This design comes from an exercise in tuning for small area, a short achievable clock period and few clock cycles on the open sky130 flow, not from production work. At most, simulation tests tie the RTL to the original design; equivalence was not proved. No functional check of the RTL was part of run 1. Power figures rest on the tool's default switching activity, not on a simulated workload.

## flow/design.v (module list and top-level ports; edited modules follow where they fit)
// module booth_enc: 16 lines
// module mul24_csa: 1501 lines
// module tz_pad: 10 lines
// module fpadd_step1: 57 lines
// module fpadd_step2: 20 lines
// module fpadd_step3: 47 lines
// module fpadd_step4: 34 lines
// module relu_key: 6 lines
// module lt_tree: 22 lines
// module conv_pool: 264 lines
module conv_pool (clk, rst, in_valid, in_ready, in_w, in_x0, in_x1, in_x2, in_x3,
                  in_bias, in_last, out_valid, out_z);
  // ...
==> flow/run.sh <==
#!/bin/bash
# synth_recipe.tcl (not shown) runs the flow's synth.tcl, then flattens the netlist and writes it again
# the make line also repeats each setting of config.mk as NAME=value (left out here)
make -C /OpenROAD-flow-scripts/flow DESIGN_CONFIG=/design/flow/config.mk WORK_HOME=/design/flow/orfs CLKGATE_MAP_FILE= SYNTH_SCRIPT=/design/flow/synth_recipe.tcl finish
==> flow/config.mk <==
export PLATFORM = sky130hd
export DESIGN_NAME = conv_pool
export DESIGN_NICKNAME = conv_pool
export VERILOG_FILES = /design/flow/design.v
export SDC_FILE = /design/flow/constraint.sdc
export NUM_CORES = 4
export LEC_CHECK = 0
export CAP_MARGIN = 70
export CORE_MARGIN = 2
export CORE_UTILIZATION = 40
export PLACE_DENSITY = 0.75
export SLEW_MARGIN = 70
==> flow/constraint.sdc <==
create_clock -name core_clock -period 11.0 [get_ports {clk}]
set_input_delay 2.2000 -clock core_clock [delete_from_list [all_inputs] [get_ports {clk}]]
set_output_delay 2.2000 -clock core_clock [all_outputs]
set_load 0.01 [all_outputs]
==> results.yml, run 1 <==
run_status:
  status: "timing/DRC/antenna clean"
worst_setup_path:
  reg2reg_to: "s2SumHi1[13]"
  cp.depth: 15
  end_kind: "flip-flop"
  r2r-start: "s1Shift[1]"
  crit_path_top_delay_cell: "mux4_2"
power:
  power.density_mw_per_mm2: 371
  power_mw: 16.7
  power.group.top: "combinational logic"
finish:
  multi_input_gates: 2894
  n_clock_buffer: 78
  finish.utilization_pct: 46.6
  diodes: 0
worst_hold_path:
  holdPathStages: 0
  min_to: "m2Exp[8]"
  hold_class: "flip-flop to flip-flop"
drt:
  routed.top_layer: "met5"
  wl_um: 106000
logic_synthesis:
  synthMuxAreaShare_pct: 5.27
  synth_most_common_cell: "dfxtp_1"
  ys.flop_type: "dfxtp_1"
  syn_avg_cell_area_um2: 9.53
sta:
  rsz0062_at_grt: "no"
clocking:
  cts_buffers: 57
  cts_setup_buffers: 0
  cts_tree: "yes"
global_routing:
  busiest_layer: "met2"
==> module fpadd_step2, before the edit <==
module fpadd_step2 (fracX, fracYc, shiftLo, effSub, rev, sticky, sumLo, carryLo, sumHi0, sumHi1, allSticky);
   input [22:0] fracX;
   input [25:0] fracYc;
   input [2:0] shiftLo;
   input effSub;
   input rev;
   input sticky;       
   output [12:0] sumLo;       
   output carryLo;
   output [13:0] sumHi0;
   output [13:0] sumHi1;
   output allSticky;
   wire [25:0] shifted = fracYc >> shiftLo;
   assign allSticky = sticky | |(fracYc[6:0] & ~({7{1'b1}} << shiftLo));
   wire [26:0] yOp = {1'b0, shifted} ^ {27{effSub & ~rev}};
   wire [26:0] xOp = {2'b01, fracX, 2'b00} ^ {27{effSub & rev}};
   assign {carryLo, sumLo} = {1'b0, xOp[12:0]} + {1'b0, yOp[12:0]} + {13'd0, effSub & ~allSticky};
   assign sumHi0 = xOp[26:13] + yOp[26:13];
   assign sumHi1 = xOp[26:13] + yOp[26:13] + 14'd1;
endmodule
==> module fpadd_step3, before the edit <==
module fpadd_step3 (sumLo, carryLo, sumHi0, sumHi1, sticky, expX, updatedExp, vc, countLo, eqdiffsign);
   input [12:0] sumLo;
   input carryLo;
   input [13:0] sumHi0;
   input [13:0] sumHi1;
   input sticky;
   input [7:0] expX;
   output [9:0] updatedExp;
   output [27:0] vc;           
   output [3:0] countLo;       
   output eqdiffsign;
   wire [26:0] sum = {carryLo ? sumHi1 : sumHi0, sumLo};
   wire [27:0] v = {sum, sticky};
   wire [31:0] x = {v, 4'b1111};
   wire [15:0] nz1;           
   wire [15:0] c1;            
   wire [7:0] nz2;
   wire [15:0] c2;
   wire [3:0] nz3;
   wire [11:0] c3;
   wire [1:0] nz4;
   wire [7:0] c4;
   genvar i;
   generate
      for (i = 0; i < 16; i = i + 1) begin : l1
         assign nz1[i] = x[2*i+1] | x[2*i];
         assign c1[i] = ~x[2*i+1];
      end
      for (i = 0; i < 8; i = i + 1) begin : l2
         assign nz2[i] = nz1[2*i+1] | nz1[2*i];
         assign c2[2*i+1:2*i] = nz1[2*i+1] ? {1'b0, c1[2*i+1]} : {1'b1, c1[2*i]};
      end
      for (i = 0; i < 4; i = i + 1) begin : l3
         assign nz3[i] = nz2[2*i+1] | nz2[2*i];
         assign c3[3*i+2:3*i] = nz2[2*i+1] ? {1'b0, c2[4*i+3:4*i+2]} : {1'b1, c2[4*i+1:4*i]};
      end
      for (i = 0; i < 2; i = i + 1) begin : l4
         assign nz4[i] = nz3[2*i+1] | nz3[2*i];
         assign c4[4*i+3:4*i] = nz3[2*i+1] ? {1'b0, c3[6*i+5:6*i+3]} : {1'b1, c3[6*i+2:6*i]};
      end
   endgenerate
   wire [4:0] count = nz4[1] ? {1'b0, c4[7:4]} : {1'b1, c4[3:0]};
   assign vc = v << {count[4], 4'b0000};
   assign countLo = count[3:0];
   assign eqdiffsign = (v == 28'd0);
   assign updatedExp = {2'b00, expX} + 10'd1 - {5'd0, count};
endmodule
==> module fpadd_step4, before the edit <==
module fpadd_step4 (updatedExp, vc, countLo, eqdiffsign, effSub, excRt, signR, R);
   input [9:0] updatedExp;
   input [27:0] vc;
   input [3:0] countLo;
   input eqdiffsign;
   input effSub;
   input [1:0] excRt;
   input signR;
   output [33:0] R;
   wire [27:0] level0 = vc << countLo;
   wire [22:0] frac = level0[26:4];
   wire stk = |level0[2:0];
   wire rnd = level0[3];
   wire lsb = level0[4];
   wire needToRound = rnd & (stk | lsb);
   wire [32:0] rounded = {updatedExp, frac} + {32'd0, needToRound};
   wire [3:0] exExpExc = {rounded[32:31], excRt};
   reg [1:0] excRt2;
   always @(*) begin
      case (exExpExc)
         4'b0000, 4'b0100, 4'b1000, 4'b1100, 4'b1001, 4'b1101:
            excRt2 = 2'b00;
         4'b0001:
            excRt2 = 2'b01;
         4'b0010, 4'b0110, 4'b1010, 4'b1110, 4'b0101:
            excRt2 = 2'b10;
         default:
            excRt2 = 2'b11;
      endcase
   end
   wire [1:0] excR = (eqdiffsign && effSub && !(excRt == 2'b11)) ? 2'b00 : excRt2;
   wire signR2 = (eqdiffsign && effSub) ? 1'b0 : signR;
   assign R = {excR, signR2, rounded[30:0]};
endmodule
==> module conv_pool, before the edit <==
module conv_pool (clk, rst, in_valid, in_ready, in_w, in_x0, in_x1, in_x2, in_x3,
                  in_bias, in_last, out_valid, out_z);
   input clk;
   input rst;
   input in_valid;
   output in_ready;
   input [33:0] in_w;
   input [33:0] in_x0;
   input [33:0] in_x1;
   input [33:0] in_x2;
   input [33:0] in_x3;
   input [33:0] in_bias;
   input in_last;
   output reg out_valid;
   output [33:0] out_z;
   reg [1:0] slot;      
   reg [1:0] step;      
   reg bph;             
   reg lastr;           
   reg newvec;          
   wire adv = in_valid && (step == slot);
   reg rdy;
   assign in_ready = rdy;
   wire [1:0] slotN = slot + 2'd1;
   wire [1:0] stepN = adv ? step + 2'd1 : step;
   wire toBias = adv && (step == 2'd3) && !bph && lastr;
   wire accept = adv && (step == 2'd3) && (bph || !lastr);
   wire bphN = toBias ? 1'b1 : (accept ? 1'b0 : bph);
   wire lastrN = (adv && step == 2'd0 && !bph) ? in_last : lastr;
   always @(posedge clk) begin
      lastr <= lastrN;
      if (rst) begin
         slot <= 2'd0;
         step <= 2'd0;
         bph <= 1'b0;
         newvec <= 1'b1;
         rdy <= 1'b0;
      end else begin
         slot <= slotN;
         step <= stepN;
         bph <= bphN;
         if (accept)
            newvec <= bph;
         rdy <= (slotN == 2'd3) && (stepN == 2'd3) && (bphN || !lastrN);
      end
   end
   reg [33:0] xsel;
   always @(*) begin
      case (slot)
         2'd0: xsel = in_x0;
         2'd1: xsel = in_x1;
         2'd2: xsel = in_x2;
         default: xsel = in_x3;
      endcase
   end
   wire [33:0] xin = bph ? in_bias : xsel;
   wire [11:0] bneg, bone, btwo;
   booth_enc benc (.b({1'b1, in_w[22:0]}), .neg(bneg), .one(bone), .two(btwo));
   reg [33:0] aX;
   reg [1:0] aWexc;
   reg aWsign;
   reg [7:0] aWexp;
   reg [11:0] aNeg, aOne, aTwo;
   reg aFirst, aBias;
   always @(posedge clk) begin
      aX[31:0] <= xin[31:0];
      aX[33:32] <= adv ? xin[33:32] : 2'b00;
      aWexc <= (bph || !adv) ? 2'b01 : in_w[33:32];
      aWsign <= bph ? 1'b0 : in_w[31];
      aWexp <= bph ? 8'd127 : in_w[30:23];
      aNeg <= bph ? 12'h800 : bneg;
      aOne <= bph ? 12'd0 : bone;
      aTwo <= bph ? 12'h800 : btwo;
      aFirst <= adv && newvec && !bph;
   end
   always @(posedge clk) begin
      if (rst) aBias <= 1'b0;
      else aBias <= adv && bph;
   end
   wire [47:0] ps, pc, pt;
   mul24_csa mul (.a({1'b1, aX[22:0]}), .neg(aNeg), .one(aOne), .two(aTwo), .s(ps), .c(pc), .t(pt));
   reg [3:0] excSel;
   reg [1:0] mExc;
   always @(*) begin
      case ({aX[33:32], aWexc})
         4'b0000, 4'b0001, 4'b0100: mExc = 2'b00;
         4'b0101: mExc = 2'b01;
         4'b0110, 4'b1001, 4'b1010: mExc = 2'b10;
         default: mExc = 2'b11;
      endcase
   end
   reg [47:0] m1S, m1C, m1T;
   reg [9:0] m1Exp;
   reg m1Sign;
   reg [1:0] m1Exc;
   reg m1First, m1Bias;
   always @(posedge clk) begin
      m1S <= ps;
      m1C <= pc;
      m1T <= pt;
      m1Exp <= {2'b00, aX[30:23]} + {2'b00, aWexp} - 10'd127;
      m1Sign <= aX[31] ^ aWsign;
      m1Exc <= mExc;
      m1First <= aFirst;
   end
   always @(posedge clk) begin
      if (rst) m1Bias <= 1'b0;
      else m1Bias <= aBias;
   end
   wire [47:0] prod = m1S + m1C + m1T;
   reg [25:0] m2P;
   reg m2St;
   reg [9:0] m2Exp;
   reg m2Sign;
   reg [1:0] m2Exc;
   reg m2First, m2Bias;
   always @(posedge clk) begin
      m2P <= prod[47:22];
      m2St <= |prod[21:0];
      m2Exp <= m1Exp;
      m2Sign <= m1Sign;
      m2Exc <= m1Exc;
      m2First <= m1First;
   end
   always @(posedge clk) begin
      if (rst) m2Bias <= 1'b0;
      else m2Bias <= m1Bias;
   end
   wire norm = m2P[25];
   wire [22:0] mFrac = norm ? m2P[24:2] : m2P[23:1];
   wire mRb = norm ? m2P[1] : m2P[0];
   wire mSt = norm ? (m2P[0] | m2St) : m2St;
   wire mRound = mRb & (mSt | mFrac[0]);
   wire [22:0] fracUp = mFrac + 23'd1;
   wire [22:0] mFracR = mRound ? fracUp : mFrac;
   wire carry = mRound & (&mFrac);
   wire [9:0] exp1 = m2Exp + 10'd1;
   wire [9:0] exp2 = m2Exp + 10'd2;
   wire [9:0] mExpR = (norm & carry) ? exp2 : ((norm | carry) ? exp1 : m2Exp);
   wire [32:0] mRounded = {mExpR, mFracR};
   reg [1:0] excPostNorm;
   always @(*) begin
      case (mRounded[32:31])
         2'b00: excPostNorm = 2'b01;
         2'b01: excPostNorm = 2'b10;
         default: excPostNorm = 2'b00;
      endcase
   end
   wire [1:0] finalExc = (m2Exc == 2'b01) ? excPostNorm : m2Exc;
   reg [33:0] P;
   reg pFirst, pBias;
   always @(posedge clk) begin
      P <= {finalExc, m2Sign, mRounded[30:0]};
      pFirst <= m2First;
   end
   always @(posedge clk) begin
      if (rst) pBias <= 1'b0;
      else pBias <= m2Bias;
   end
   reg [33:0] R;
   wire [33:0] accX = {pFirst ? 2'b00 : R[33:32], R[31] & ~pFirst, R[30:0]};
   wire [22:0] a1FracX;
   wire [7:0] a1ExpX;
   wire [25:0] a1FracY;
   wire [2:0] a1Shift;
   wire a1EffSub, a1SignR, a1Sticky, a1Rev;
   wire [1:0] a1ExcRt;
   fpadd_step1 add1 (.X(accX), .Y(P), .fracX(a1FracX), .expX(a1ExpX), .fracYc(a1FracY),
                     .shiftLo(a1Shift), .effSub(a1EffSub), .rev(a1Rev), .excRt(a1ExcRt), .signR(a1SignR),
                     .sticky(a1Sticky));
   reg [22:0] s1FracX;
   reg [7:0] s1ExpX;
   reg [25:0] s1FracY;
   reg [2:0] s1Shift;
   reg s1EffSub, s1SignR, s1Sticky, s1Rev, s1Bias;
   reg [1:0] s1ExcRt;
   always @(posedge clk) begin
      s1FracX <= a1FracX;
      s1ExpX <= a1ExpX;
      s1FracY <= a1FracY;
      s1Shift <= a1Shift;
      s1EffSub <= a1EffSub;
      s1Sticky <= a1Sticky;
      s1Rev <= a1Rev;
      s1SignR <= a1SignR;
      s1ExcRt <= a1ExcRt;
   end
   wire [12:0] a2SumLo;
   wire [13:0] a2SumHi0, a2SumHi1;
   wire a2CarryLo;
   wire a2Sticky;
   fpadd_step2 add2 (.fracX(s1FracX), .fracYc(s1FracY), .shiftLo(s1Shift), .effSub(s1EffSub), .rev(s1Rev),
                     .sticky(s1Sticky), .sumLo(a2SumLo), .carryLo(a2CarryLo),
                     .sumHi0(a2SumHi0), .sumHi1(a2SumHi1), .allSticky(a2Sticky));
   reg [12:0] s2SumLo;
   reg [13:0] s2SumHi0, s2SumHi1;
   reg s2CarryLo;
   reg s2Sticky, s2EffSub, s2SignR, s2Bias;
   reg [7:0] s2ExpX;
   reg [1:0] s2ExcRt;
   always @(posedge clk) begin
      s2SumLo <= a2SumLo;
      s2CarryLo <= a2CarryLo;
      s2SumHi0 <= a2SumHi0;
      s2SumHi1 <= a2SumHi1;
      s2Sticky <= a2Sticky;
      s2ExpX <= s1ExpX;
      s2EffSub <= s1EffSub;
      s2SignR <= s1SignR;
      s2ExcRt <= s1ExcRt;
   end
   wire [9:0] a3Exp;
   wire [27:0] a3Frac;
   wire [3:0] a3Round;
   wire a3Eq;
   fpadd_step3 add3 (.sumLo(s2SumLo), .carryLo(s2CarryLo), .sumHi0(s2SumHi0), .sumHi1(s2SumHi1), .sticky(s2Sticky), .expX(s2ExpX), .updatedExp(a3Exp),
                     .vc(a3Frac), .countLo(a3Round), .eqdiffsign(a3Eq));
   reg [9:0] s3Exp;
   reg [27:0] s3Frac;
   reg [3:0] s3Round;
   reg s3Eq, s3EffSub, s3SignR, s3Bias;
   reg [1:0] s3ExcRt;
   always @(posedge clk) begin
      s3Exp <= a3Exp;
      s3Frac <= a3Frac;
      s3Round <= a3Round;
      s3Eq <= a3Eq;
      s3EffSub <= s2EffSub;
      s3SignR <= s2SignR;
      s3ExcRt <= s2ExcRt;
   end
   wire [33:0] a4R;
   fpadd_step4 add4 (.updatedExp(s3Exp), .vc(s3Frac), .countLo(s3Round), .eqdiffsign(s3Eq),
                     .effSub(s3EffSub), .excRt(s3ExcRt), .signR(s3SignR), .R(a4R));
   reg rBias;
   always @(posedge clk) begin
      R <= a4R;
   end
   always @(posedge clk) begin
      if (rst) begin
         s1Bias <= 1'b0;
         s2Bias <= 1'b0;
         s3Bias <= 1'b0;
         rBias <= 1'b0;
      end else begin
         s1Bias <= pBias;
         s2Bias <= s1Bias;
         s3Bias <= s2Bias;
         rBias <= s3Bias;
      end
   end
   wire [31:0] key;
   relu_key rk (.X(R), .K(key));
   reg [31:0] mx;
   always @(posedge clk) begin
      if (rBias && (slot == 2'd0 || key > mx))
         mx <= key;
   end
   always @(posedge clk) begin
      if (rst) out_valid <= 1'b0;
      else out_valid <= rBias && (slot == 2'd3);
   end
   assign out_z = {1'b0, mx[31], 1'b0, mx[30:0]};
endmodule
==> inputs of run 2 (changes only) <==
--- a/flow/design.v
+++ b/flow/design.v
@@ -1600,7 +1600,10 @@
    wire [26:0] xOp = {2'b01, fracX, 2'b00} ^ {27{effSub & rev}};
-   assign {carryLo, sumLo} = {1'b0, xOp[12:0]} + {1'b0, yOp[12:0]} + {13'd0, effSub & ~allSticky};
+   wire cin = effSub & ~allSticky;
+   wire [14:0] lo2 = {1'b0, xOp[12:0], cin} + {1'b0, yOp[12:0], cin};
+   assign {carryLo, sumLo} = lo2[14:1];
    assign sumHi0 = xOp[26:13] + yOp[26:13];
-   assign sumHi1 = xOp[26:13] + yOp[26:13] + 14'd1;
+   wire [14:0] hi2 = {xOp[26:13], 1'b1} + {yOp[26:13], 1'b1};
+   assign sumHi1 = hi2[14:1];
 endmodule
-module fpadd_step3 (sumLo, carryLo, sumHi0, sumHi1, sticky, expX, updatedExp, vc, countLo, eqdiffsign);
+module fpadd_step3 (sumLo, carryLo, sumHi0, sumHi1, sticky, vc, count, eqdiffsign);
    input [12:0] sumLo;
@@ -1610,6 +1613,4 @@
    input sticky;
-   input [7:0] expX;
-   output [9:0] updatedExp;
    output [27:0] vc;           
-   output [3:0] countLo;       
+   output [4:0] count;         
    output eqdiffsign;
@@ -1645,12 +1646,10 @@
    endgenerate
-   wire [4:0] count = nz4[1] ? {1'b0, c4[7:4]} : {1'b1, c4[3:0]};
+   assign count = nz4[1] ? {1'b0, c4[7:4]} : {1'b1, c4[3:0]};
    assign vc = v << {count[4], 4'b0000};
-   assign countLo = count[3:0];
    assign eqdiffsign = (v == 28'd0);
-   assign updatedExp = {2'b00, expX} + 10'd1 - {5'd0, count};
 endmodule
-module fpadd_step4 (updatedExp, vc, countLo, eqdiffsign, effSub, excRt, signR, R);
-   input [9:0] updatedExp;
+module fpadd_step4 (expX, vc, count, eqdiffsign, effSub, excRt, signR, R);
+   input [7:0] expX;
    input [27:0] vc;
-   input [3:0] countLo;
+   input [4:0] count;
    input eqdiffsign;
@@ -1660,3 +1659,4 @@
    output [33:0] R;
-   wire [27:0] level0 = vc << countLo;
+   wire [9:0] updatedExp = {2'b00, expX} + 10'd1 - {5'd0, count};
+   wire [27:0] level0 = vc << count[3:0];
    wire [22:0] frac = level0[26:4];
@@ -1822,3 +1822,5 @@
    end
-   wire [47:0] prod = m1S + m1C + m1T;
+   wire [47:0] rowS = m1S ^ m1C ^ m1T;
+   wire [47:0] rowC = (m1S & m1C) | (m1S & m1T) | (m1C & m1T);
+   wire [47:0] prod = rowS + {rowC[46:0], 1'b0};
    reg [25:0] m2P;
@@ -1924,11 +1926,10 @@
    end
-   wire [9:0] a3Exp;
    wire [27:0] a3Frac;
-   wire [3:0] a3Round;
+   wire [4:0] a3Count;
    wire a3Eq;
-   fpadd_step3 add3 (.sumLo(s2SumLo), .carryLo(s2CarryLo), .sumHi0(s2SumHi0), .sumHi1(s2SumHi1), .sticky(s2Sticky), .expX(s2ExpX), .updatedExp(a3Exp),
-                     .vc(a3Frac), .countLo(a3Round), .eqdiffsign(a3Eq));
-   reg [9:0] s3Exp;
+   fpadd_step3 add3 (.sumLo(s2SumLo), .carryLo(s2CarryLo), .sumHi0(s2SumHi0), .sumHi1(s2SumHi1),
+                     .sticky(s2Sticky), .vc(a3Frac), .count(a3Count), .eqdiffsign(a3Eq));
+   reg [7:0] s3ExpX;
    reg [27:0] s3Frac;
-   reg [3:0] s3Round;
+   reg [4:0] s3Count;
    reg s3Eq, s3EffSub, s3SignR, s3Bias;
@@ -1936,5 +1937,5 @@
    always @(posedge clk) begin
-      s3Exp <= a3Exp;
+      s3ExpX <= s2ExpX;
       s3Frac <= a3Frac;
-      s3Round <= a3Round;
+      s3Count <= a3Count;
       s3Eq <= a3Eq;
@@ -1945,3 +1946,3 @@
    wire [33:0] a4R;
-   fpadd_step4 add4 (.updatedExp(s3Exp), .vc(s3Frac), .countLo(s3Round), .eqdiffsign(s3Eq),
+   fpadd_step4 add4 (.expX(s3ExpX), .vc(s3Frac), .count(s3Count), .eqdiffsign(s3Eq),
                      .effSub(s3EffSub), .excRt(s3ExcRt), .signR(s3SignR), .R(a4R));
--- a/flow/config.mk
+++ b/flow/config.mk
@@ -10,2 +10,4 @@
 export CORE_UTILIZATION = 40
+export CTS_BUF_LIST = sky130_fd_sc_hd__clkbuf_4 sky130_fd_sc_hd__clkbuf_8
+export CTS_CLUSTER_SIZE = 40
 export PLACE_DENSITY = 0.75
==> results.yml, run 2 <==
run_status:
  status: "timing/DRC/antenna clean"
clocking:
  cts_hold_buf: 0
  cts_buffer_depth: 3
  cts_setup_buffers: 0
  cts_tree: "yes"
  cts_htree_levels: 3
  postCtsResizedCells: 0
  cts_root_buffer: "clkbuf_8"
  cts_buffers: 91
  cts_sinks: 559
  clk_pin_slew_worst_paths_ns: 0.07
  worstSkewPairLatency_ns: 0.76
finish:
  final_layout_size_suffix_gt1_share_pct: 9.51
  top_regs: "m1S (47), m1C (46), m1T (45)"
  largest-register: "m1S"
  layout.cells.non_filler: 5685
  fillCellCount: 9066
  fin_area_mm2: 0.0457
  area_delta_synth_final_pct: 15.3
  largest_reg_flops: 47
  layout_commonest_cell: "dfxtp_1"
  finish.utilization_pct: 46.5
  final_cell_mix: "510 x dfxtp_1, 394 x xnor2_1, 353 x inv_1"
  final_nets: 5022
place:
  placed_area_mm2: 0.0435
  dpl.cell_count: 5514
  globalplace.congestion: 0.954
  port-buffer-count: 241
  place_ws_ns: 7.09
  place_hpwl_um: 80100
global_routing:
  antenna_found_initial: 1
  grt_max_degree: 65
  grt_pass1_wl_um: 173000
  grtUsageTotal_pct: 21.2
  grt_overflow: 0
  first_global_vias: 32089
power:
  power.density_mw_per_mm2: 370
  switching_share_pct: 47.3
  internal-power_mw: 8.89
  leakage_nw: 19.4
  p_comb_share_pct: 66.2
  pwr-share-seq_pct: 21.9
  switchingPower_mw: 7.98
  clkPwrFrac_pct: 11.8
  vdd_drop_max_mv: 0.236
  power_mw: 16.9
sta:
  fmax_mhz: 246
  fin_skew_ns: 0.0611
  worst_slack_ns: 6.94
  setup_viol: 0
  fin_crit_ns: 4.06
  timing.hold.ws_ns: 0.319
  slew_viol_final: 0
  finalSetupTns_ns: 0
  hold_viol: 0
  rsz0062_at_grt: "no"
  fin_crit_sh_pct: 36.9
logic_synthesis:
  synth_top_area_share_pct: 26.6
  syn-instance-count: 4171
  yosysTopAreaCell: "dfxtp_1"
  synth_edf_count: 32
  netlist_top_cells_area: "dfxtp_1 27%, fa_1 13%, xnor2_1 8.8%"
  yosysUniqueCellTypes: 95
  async_reset_ff_share_pct: 0
  synth-seq-area-share_pct: 29.1
  ys_warn_count: 4
  synth_top_cells_by_count: "527 x dfxtp_1, 399 x xnor2_1, 356 x inv_1"
  ys_ff_latch: 559
  syn_avg_cell_area_um2: 9.50
  netlist_area_mm2: 0.0396
  synth_most_common_cell: "dfxtp_1"
  ys.flop_type: "dfxtp_1"
worst_setup_path:
  critPathMaxStageDelay_ns: 0.44
  worst_ep_arrival_time_ns: 4.63
  cp.required_ns: 11.57
  r2r-start: "m1S[2]"
  crit_path_top_delay_cell: "fa_1"
  r2r_cells: 12
  r2r_setup_slack_ns: 6.94
  path_max_fanout: 7
  start_kind: "flip-flop"
  reg2reg_to: "m2P[24]"
  critical_path_class: "flip-flop to flip-flop"
  crit_end: "m2P[24]"
  startpoint: "m1S[2]"
  end_kind: "flip-flop"
  path_cells: "fa_1, ha_1, a31oi_1, o21ai_0, a221o_1, a21o_1, o41ai_1, buf_4, o21a_1, o211ai_1, a2111oi_0, nor3b_1"
drt:
  drtIter0Drc: 3074
  route.detailed.drc: 0
  vias_per_cell: 5.59
  vias: 31760
  wire_per_inst_um: 19.4
  drt_pass1_iterations: 10
  drtAntennaViolNets: 0
  wl_um: 110000
floorplanning:
  row_count: 115
  die_h_um: 319
  dieWidth_um: 319
  core_mm2: 0.0983
  initial_core_util_pct: 40.3
  die_area_mm2: 0.102
  boundaryPins: 244
worst_hold_path:
  hold_class: "flip-flop to flip-flop"
run:
  drv_cap: 0
==> run 2: routing by layer <==
metal	vias to the layer above	GRT usage [%]	share of wire, %
met4	0	9.49	4.2
met2	1448	35.6	47
met1	15234	26.4	41
met5	-	0	0
met3	337	4.13	7.7
li1	14741	-	-
==> run 2: how the worst min path moves through the flow <==
stage / slack, ns / cells after the start / startpoint / end
after floorplan: 0.31 / 0 / m2Sign / P[31]
after detailed placement: 0.31 / 0 / s2ExpX[2] / s3ExpX[2]
after global placement: 0.31 / 0 / s1ExcRt[0] / s2ExcRt[0]
after global routing: 0.33 / 0 / s2EffSub / s3EffSub
after CTS: 0.32 / 0 / s2EffSub / s3EffSub
final: 0.32 / 0 / s2EffSub / s3EffSub
==> run 2: area by class of cell <==
cell class	instances	area (um2)	area share [%]
Sequential cell	559	11600	25.3
Clock buffer	130	1650	3.62
Timing Repair Buffer	326	3120	6.84
Multi-Input combinational cell	2980	26000	56.8
Tap cell	1287	1610	3.53
Inverter	366	1400	3.06
Clock inverter	36	370	0.811
Antenna cell	1	2.50	0.00548
==> run 2: cell families after synthesis <==
logic type	count (synthesis)	share of synthesized area (%)
other	1	0.00947
DFF	559	29.1
buffers and inverters	633	6.18
xor gates and xnor gates	502	11.1
and+or+nand+nor	842	10.4
AOI/OAI and AO/OA	942	16.4
adders and majority gates	492	20.4
muxes	200	6.43
==> run 2: power by group through the flow <==
| stage | combinational, mW | clock (mW) | sequential (mW) |
|---|---|---|---|
| floorplan | 8.16 | 0 | 3.43 |
| global placement | 10.5 | 0 | 3.70 |
| detailed placement | 10.9 | 0 | 3.73 |
| CTS | 11.0 | 2.04 | 3.69 |
| global route | 12.4 | 2.13 | 3.78 |
| finish | 11.2 | 1.99 | 3.70 |
==> run 2: worst max-delay path: cells and delay by family (launching register included) <==
| kind | cells | cell delay [ns] |
|---|---|---|
| AOI/OAI and AO/OA | 8 | 2.40 |
| DFF | 1 | 0.32 |
| and+or+nand+nor | 1 | 0.12 |
| adders and majority gates | 2 | 0.82 |
| buffers and inverters | 1 | 0.21 |
Testbench counts of run 2, summed over its fixed seeds: cycles 17,796.
==> inputs of run 3 (changes only) <==
--- a/flow/config.mk
+++ b/flow/config.mk
@@ -10,4 +10,2 @@
 export CORE_UTILIZATION = 40
-export CTS_BUF_LIST = sky130_fd_sc_hd__clkbuf_4 sky130_fd_sc_hd__clkbuf_8
-export CTS_CLUSTER_SIZE = 40
 export PLACE_DENSITY = 0.75
==> results.yml, run 3 <==
run_status:
  status: "timing/DRC/antenna clean"
finish:
  area_delta_synth_final_pct: 15.5
  largest-register: "m1S"
  top_regs: "m1S (47), m1C (46), m1T (45)"
  layout.cells.non_filler: 5630
  final_cell_mix: "510 x dfxtp_1, 393 x xnor2_1, 353 x inv_1"
  layout_commonest_cell: "dfxtp_1"
  largest_reg_flops: 47
  final_nets: 4990
  finish.utilization_pct: 46.5
  fin_area_mm2: 0.0457
  final_layout_size_suffix_gt1_share_pct: 8.31
logic_synthesis:
  netlist_top_cells_area: "dfxtp_1 27%, fa_1 13%, xnor2_1 8.8%"
  synthAdderAreaFrac_pct: 20.4
  ys.flop_type: "dfxtp_1"
  synthMuxAreaShare_pct: 6.43
  async_reset_ff_share_pct: 0
  ys_ff_latch: 559
  ys_warn_count: 4
  synth_most_common_cell: "dfxtp_1"
  synth_top_cells_by_count: "527 x dfxtp_1, 399 x xnor2_1, 356 x inv_1"
  yosys.area_share.simple_pct: 10.4
  synth_edf_count: 32
  synth_top_family_by_area: "adder cells"
  yosysTopAreaCell: "dfxtp_1"
  yosysUniqueCellTypes: 95
  syn_avg_cell_area_um2: 9.50
  synth-seq-area-share_pct: 29.1
  syn-instance-count: 4171
  synth_compound_area_share_pct: 16.4
  netlist_area_mm2: 0.0396
  synth_top_area_share_pct: 26.6
  synth-xor-area-share_pct: 11.1
worst_setup_path:
  critical_path_class: "flip-flop to flip-flop"
  reg2reg_to: "m2P[24]"
  cpLargestDelayFamily: "compound AO/OA/AOI/OAI gates"
  r2r_setup_slack_ns: 6.96
  critPathBufInv: 1
  cp.required_ns: 11.52
  path_cells: "fa_1, ha_1, a31oi_1, o21ai_0, a221o_1, a21o_1, o41ai_1, buf_4, o21a_1, o211ai_1, a2111oi_0, nor3b_1"
  r2r-start: "m1S[2]"
  critPathMaxStageDelay_ns: 0.44
  worst_ep_arrival_time_ns: 4.56
  path_max_fanout: 7
  crit_path_top_delay_cell: "fa_1"
  end_kind: "flip-flop"
  r2r_cells: 12
  start_kind: "flip-flop"
clocking:
  worstSkewPairLatency_ns: 0.66
  cts_tree: "yes"
  cts_hold_buf: 0
  cts_buffers: 59
  cts_buffer_depth: 3
  cts_sinks: 559
  postCtsResizedCells: 0
  clk_pin_slew_worst_paths_ns: 0.06
  cts_setup_buffers: 0
  cts_root_buffer: "clkbuf_16"
  cts_htree_levels: 2
drt:
  route.detailed.drc: 0
  wire_per_inst_um: 19.6
  vias: 31622
  drtAntennaViolNets: 0
  drt_pass1_iterations: 6
  vias_per_cell: 5.62
  wl_um: 110000
  drtIter0Drc: 3128
sta:
  hold_viol: 0
  rsz0062_at_grt: "no"
  worst_slack_ns: 6.96
  finalSetupTns_ns: 0
  fmax_mhz: 248
  fin_crit_sh_pct: 36.7
  setup_viol: 0
  slew_viol_final: 0
  fin_crit_ns: 4.04
  timing.hold.ws_ns: 0.319
  fin_skew_ns: 0.0314
run:
  drv_cap: 0
worst_hold_path:
  hold_class: "flip-flop to flip-flop"
  min_to: "s3ExpX[2]"
  timing.hold.worst.start: "s2ExpX[2]"
  holdPathStages: 0
floorplanning:
  dieWidth_um: 319
  core_mm2: 0.0983
  die_h_um: 319
  die_area_mm2: 0.102
  row_count: 115
  initial_core_util_pct: 40.3
  boundaryPins: 244
global_routing:
  antenna_found_initial: 0
  grt_overflow: 0
  grt_max_degree: 65
  grt_pass1_wl_um: 174000
  first_global_vias: 31952
  grtUsageTotal_pct: 21.2
place:
  place_ws_ns: 7.09
  dpl.cell_count: 5514
  port-buffer-count: 241
  placed_area_mm2: 0.0435
  globalplace.congestion: 0.954
  place_hpwl_um: 80100
power:
  power_mw: 17.1
  leakage_nw: 19.3
  power.density_mw_per_mm2: 373
  vdd_drop_max_mv: 0.232
run 3: worst max-delay path by stage:
stage	start	to	slack [ns]	cells after the start
2_1_floorplan	R[32]	mx[0]	6.84	13
3_3_place_gp	s1Shift[2]	s2SumLo[12]	6.92	12
3_5_place_dp	m1S[2]	m2P[24]	7.09	12
4_1_cts	mx[29]	out_z[29]	7.02	1
5_1_grt	s1Shift[2]	s2SumLo[11]	6.74	14
6_report	m1S[2]	m2P[24]	6.96	12
run 3: final cells by class:
cell class / count / area, um2
Fill cell: 9036 / 52500
Multi-Input combinational cell: 2980 / 26000
Sequential cell: 559 / 11600
Timing Repair Buffer: 326 / 3120
Clock buffer: 78 / 1740
Tap cell: 1287 / 1610
Inverter: 366 / 1400
Clock inverter: 33 / 347
Antenna cell: 1 / 2.50
run 3: layer usage:
metal | wire, um | GRT usage [%] | up-vias
li1 | - | - | 14655
met1 | 44600 | 26.7 | 15131
met2 | 52100 | 35.7 | 1492
met3 | 9220 | 3.87 | 344
met4 | 4640 | 8.88 | 0
met5 | 0 | 0 | -
run 3: report_power, final:
part           switching, mW  internal [mW]
registers              0.714           2.99
logic                   6.41           4.82
clock network          0.893           1.24
total                   8.02           9.05
run 3: cells by family after synthesis:
group                      after synthesis
adders and majority gates              492
xor gates and xnor gates               502
AOI/OAI and AO/OA                      942
buffers and inverters                  633
DFF                                    559
other                                    1
and+or+nand+nor                        842
muxes                                  200

==> port drivers added, routing unchanged <==
In the flow no input, the clock included, has a driving cell. The finished layouts below were timed again as built, in two steps. Step 1 assumes that a clkbuf_16 drives the clock port and a buf_2 every other input. Step 2 moves the port delays by t, midway between the first and last clock arrival at a register: inputs arrive t later, outputs are due t later. That takes back most of the time a late clock gives input paths. Three values: ideal ports, drivers, drivers and shift; two values: the first two.
| run | t (ns) | slack for setup (ns) | latest minus earliest clock arrival (ns) | slew at the worst register clock pin (ns) |
|---|---|---|---|---|
| run 1 | 0.698 | 6.792 / 6.792 / 6.792 | 0.021 / 0.021 | 0.07 / 0.07 |
| run 2 | 0.784 | 6.938 / 6.938 / 6.938 | 0.063 / 0.063 | 0.07 / 0.07 |
| run 3 | 0.710 | 6.961 / 6.961 / 6.961 | 0.032 / 0.032 | 0.07 / 0.07 |
After both steps setup and hold are still met in every run listed.
